This design comes from an exercise in tuning for small area and a short achievable clock period on the open sky130 flow, not from production work. The RTL was checked by simulation tests, not by an equivalence proof against the original design. No activity file was given, so power comes from the tool's default toggle rates.

Design alu8_top, start of the top module:
module alu8_top(
    input            clk,
    input      [7:0] regA,
    input      [7:0] regB,
    input      [4:0] opcode,
    input      [7:0] flagsIn,
    output reg [7:0] res,
    output reg [7:0] flagsOut
);
==> flow/config.mk <==
export PLATFORM = sky130hd
export DESIGN_NAME = alu8_top
export DESIGN_NICKNAME = alu8_top
export VERILOG_FILES = /design/flow/design.v
export SDC_FILE = /design/flow/constraint.sdc
export NUM_CORES = 4
export LEC_CHECK = 0
export ABC_AREA = 1
export CAP_MARGIN = 20
export CORE_MARGIN = 2
export CORE_UTILIZATION = 40
export SETUP_SLACK_MARGIN = 3.6
export SLEW_MARGIN = 20
==> flow/constraint.sdc <==
create_clock -name core_clock -period 6.0 [get_ports {clk}]
set_input_delay 1.2000 -clock core_clock [delete_from_list [all_inputs] [get_ports {clk}]]
set_output_delay 1.2000 -clock core_clock [all_outputs]
set_load 0.01 [all_outputs]
run.sh (not shown) runs the stock make flow with config.mk's settings and CLKGATE_MAP_FILE= SYNTH_SCRIPT=/design/flow/synth_recipe.tcl, a recipe that flattens the netlist after the stock synthesis.
The first run completed without violations.
Change:
==> flow/flow/run.sh (new file) <==
#!/bin/bash
# Own layout flow: the standard ORFS flow (standard.sh), with
#  - adder-cell extraction (ADDER_MAP_FILE) off, so ABC maps all logic,
#  - ABC run with flow/abc.script instead of ORFS's abc_speed/abc_area,
#  - port buffers of a chosen cell, and CTS without dummy loads.
# Each tool's output goes to its own log under orfs/logs; make's output
# goes to flow_make.log.
set -o pipefail
HERE=$(pwd)
source "$HERE/flow/settings.sh"
# ORFS synth.tcl with only the ABC script changed
sed "s#log_cmd abc {\*}\$abc_args#log_cmd abc -script $HERE/flow/abc.script {*}[lrange \$abc_args 2 end]#" \
    "$FLOW_HOME/scripts/synth.tcl" > "$HERE/synth_mod.tcl"
grep -q "flow/abc.script" "$HERE/synth_mod.tcl" || { echo "synth.tcl patch failed"; exit 1; }
# The standard flow's synthesis script, sourcing the patched synth.tcl
sed "s#\$::env(SCRIPTS_DIR)/synth.tcl#$HERE/synth_mod.tcl#" synth_recipe.tcl > "$HERE/my_synth.tcl"
grep -q "synth_mod.tcl" "$HERE/my_synth.tcl" || { echo "synth_recipe.tcl patch failed"; exit 1; }
bash standard.sh SYNTH_SCRIPT="$HERE/my_synth.tcl" ADDER_MAP_FILE= \
    "BUFFER_PORTS_ARGS=$BUFFER_PORTS_ARGS" "CTS_ARGS=$CTS_ARGS" $EXTRA finish > flow_make.log 2>&1
==> flow/flow/abc.script (new file) <==
strash
&get -n
&st
&if -g -K 6
&synch2
&put
dch
map -B 0.9
topo
stime -c
buffer -c
upsize -c
dnsize -c
==> flow/flow/settings.sh (new file) <==
BUFFER_PORTS_ARGS="-buffer_cell sky130_fd_sc_hd__buf_1"
CTS_ARGS="-sink_clustering_enable -repair_clock_nets -dont_use_dummy_load"
EXTRA=""
==> flow/standard.sh (new file) <==
#!/bin/bash
# synth_recipe.tcl (not shown) runs the flow's synth.tcl, then flattens the netlist and writes it again
# the make line also repeats each setting of config.mk as NAME=value (left out here)
make -C /OpenROAD-flow-scripts/flow DESIGN_CONFIG=/design/flow/config.mk WORK_HOME=/design/flow/orfs CLKGATE_MAP_FILE= SYNTH_SCRIPT=/design/flow/synth_recipe.tcl "${@:-finish}"
Settings changed: ABC_AREA 1 to default.
removed: flow/run.sh
=>
- wire length drops by about 11%
- worst setup slack gains 0.63 ns
- power drops by 15%
- fmax climbs by 28%
- synthesized cell count climbs by about 2.7%
- core utilization drops by 9.9 points
- register-to-register slack gains 0.63 ns
- cell count drops by about 4%
- via count drops by about 6%
- die area drops by 3.7%
Change:
==> flow/flow/abc.script (replaced) <==
strash
dch
map -B 0.9
topo
stime -c
buffer -c
upsize -c
dnsize -c
--- a/flow/flow/settings.sh
+++ b/flow/flow/settings.sh
@@ -3 +3,2 @@
 EXTRA=""
+EXTRA="SETUP_MOVE_SEQUENCE=unbuffer,sizeup,swap"
Settings changed: SETUP_SLACK_MARGIN 3.6 to 3.8.
After rerunning: Die area barely changes. Global-route usage decreases by 0.31 points. Cell count increases by 4.7%. First-iteration DRC count decreases by 15%. Clock-buffer cell count is unchanged.

---

alu8_top again, from the RTL that the note above started with.
clock: 6.0 ns
lec_check: 0
cap_margin: 20
core_margin: 2
core_utilization: 40
setup_slack_margin: 3.6
slew_margin: 20
standard.sh (not shown) runs the stock make flow with config.mk's settings and CLKGATE_MAP_FILE= SYNTH_SCRIPT=/design/flow/synth_recipe.tcl, a recipe that flattens the netlist after the stock synthesis.
==> flow/flow/run.sh <==
#!/bin/bash
# Own layout flow: the standard ORFS flow (standard.sh), with
#  - adder-cell extraction (ADDER_MAP_FILE) off, so ABC maps all logic,
#  - ABC run with flow/abc.script instead of ORFS's abc_speed/abc_area,
#  - port buffers of a chosen cell, and CTS without dummy loads.
# Each tool's output goes to its own log under orfs/logs; make's output
# goes to flow_make.log.
set -o pipefail
HERE=$(pwd)
source "$HERE/flow/settings.sh"
# ORFS synth.tcl with only the ABC script changed
sed "s#log_cmd abc {\*}\$abc_args#log_cmd abc -script $HERE/flow/abc.script {*}[lrange \$abc_args 2 end]#" \
    "$FLOW_HOME/scripts/synth.tcl" > "$HERE/synth_mod.tcl"
grep -q "flow/abc.script" "$HERE/synth_mod.tcl" || { echo "synth.tcl patch failed"; exit 1; }
# The standard flow's synthesis script, sourcing the patched synth.tcl
sed "s#\$::env(SCRIPTS_DIR)/synth.tcl#$HERE/synth_mod.tcl#" synth_recipe.tcl > "$HERE/my_synth.tcl"
grep -q "synth_mod.tcl" "$HERE/my_synth.tcl" || { echo "synth_recipe.tcl patch failed"; exit 1; }
bash standard.sh SYNTH_SCRIPT="$HERE/my_synth.tcl" ADDER_MAP_FILE= \
    "BUFFER_PORTS_ARGS=$BUFFER_PORTS_ARGS" "CTS_ARGS=$CTS_ARGS" $EXTRA finish > flow_make.log 2>&1
==> flow/flow/abc.script <==
strash
&get -n
&deepsyn -J 200
&if -g -K 6
&synch2
&put
dch
map -B 0.9
topo
stime -c
buffer -c
upsize -c
dnsize -c
==> flow/flow/settings.sh <==
BUFFER_PORTS_ARGS="-buffer_cell sky130_fd_sc_hd__buf_1"
CTS_ARGS="-sink_clustering_enable -repair_clock_nets -dont_use_dummy_load"
EXTRA=""
The baseline went through all stages and came out clean.
Edit:
==> flow/flow/abc.script (replaced) <==
strash
dch
map -B 0.9
topo
stime -c
buffer -c
upsize -c
dnsize -c
GPL_TIMING_DRIVEN = 1   (was not set)
=> The new run went through all stages and came out clean; maximum frequency rose by about 6%; via count rises by about 10%; global-route usage goes down by 0.44 points; area after synthesis is higher by 8.6%; critical path depth went up by 1.
Edit:
==> flow/flow/abc.script (replaced) <==
strash
dch -f
map -B 0.9
topo
stime -c
buffer -c
upsize -c
dnsize -c
GPL_TIMING_DRIVEN = not set   (was 1)
SETUP_SLACK_MARGIN = 3.8   (was 3.6)
What happened:
- register-to-register slack hardly moves
- utilization came out higher by 6.4 points
- cell count goes up by 2.5%
- clock skew goes up by 9.7 ps
Edit:
==> flow/flow/abc.script (replaced) <==
strash
dch
map -B 0.9
topo
stime -c
buffer -c
upsize -c
dnsize -c
SETUP_SLACK_MARGIN = 3.5   (was 3.8)
Result: Core utilization goes down by 6.7 points. Combinational power goes down by 14%. Worst setup slack loses 100 ps. Via count goes down by 4.5%. First-iteration DRC count goes up by 21%.

[port drivers added, routing unchanged]
No port has a modelled driver above. Below, the same layouts with a new extraction and two added sets of constraints.
Step 1 assumes that a clkbuf_16 drives the clock port and a buf_2 every other input.
Step 2 adds t to the input delays and takes it off the output delays; t is the mean of the earliest and latest rising clock arrival at the registers after step 1. Input paths then give back, and output paths get back, about the clock's delay inside the block.
Slacks: ideal / step 1 / step 2; pairs: ideal / step 1.
run	t, ns	setup WS [ns]	worst data-port slew with drivers (ns)
the first run of note 1	0.319	3.141 / 3.141 / 3.141	0.03
the second run of note 1	0.308	3.773 / 3.773 / 3.773	0.03
the third run of note 1	0.314	3.848 / 3.848 / 3.848	0.03
the first run of note 2	0.316	3.693 / 3.693 / 3.693	0.03
the second run of note 2	0.315	3.825 / 3.825 / 3.825	0.03
the third run of note 2	0.318	3.836 / 3.836 / 3.836	0.03
the fourth run of note 2	0.312	3.731 / 3.731 / 3.731	0.03
After both steps every run listed still meets setup and hold.
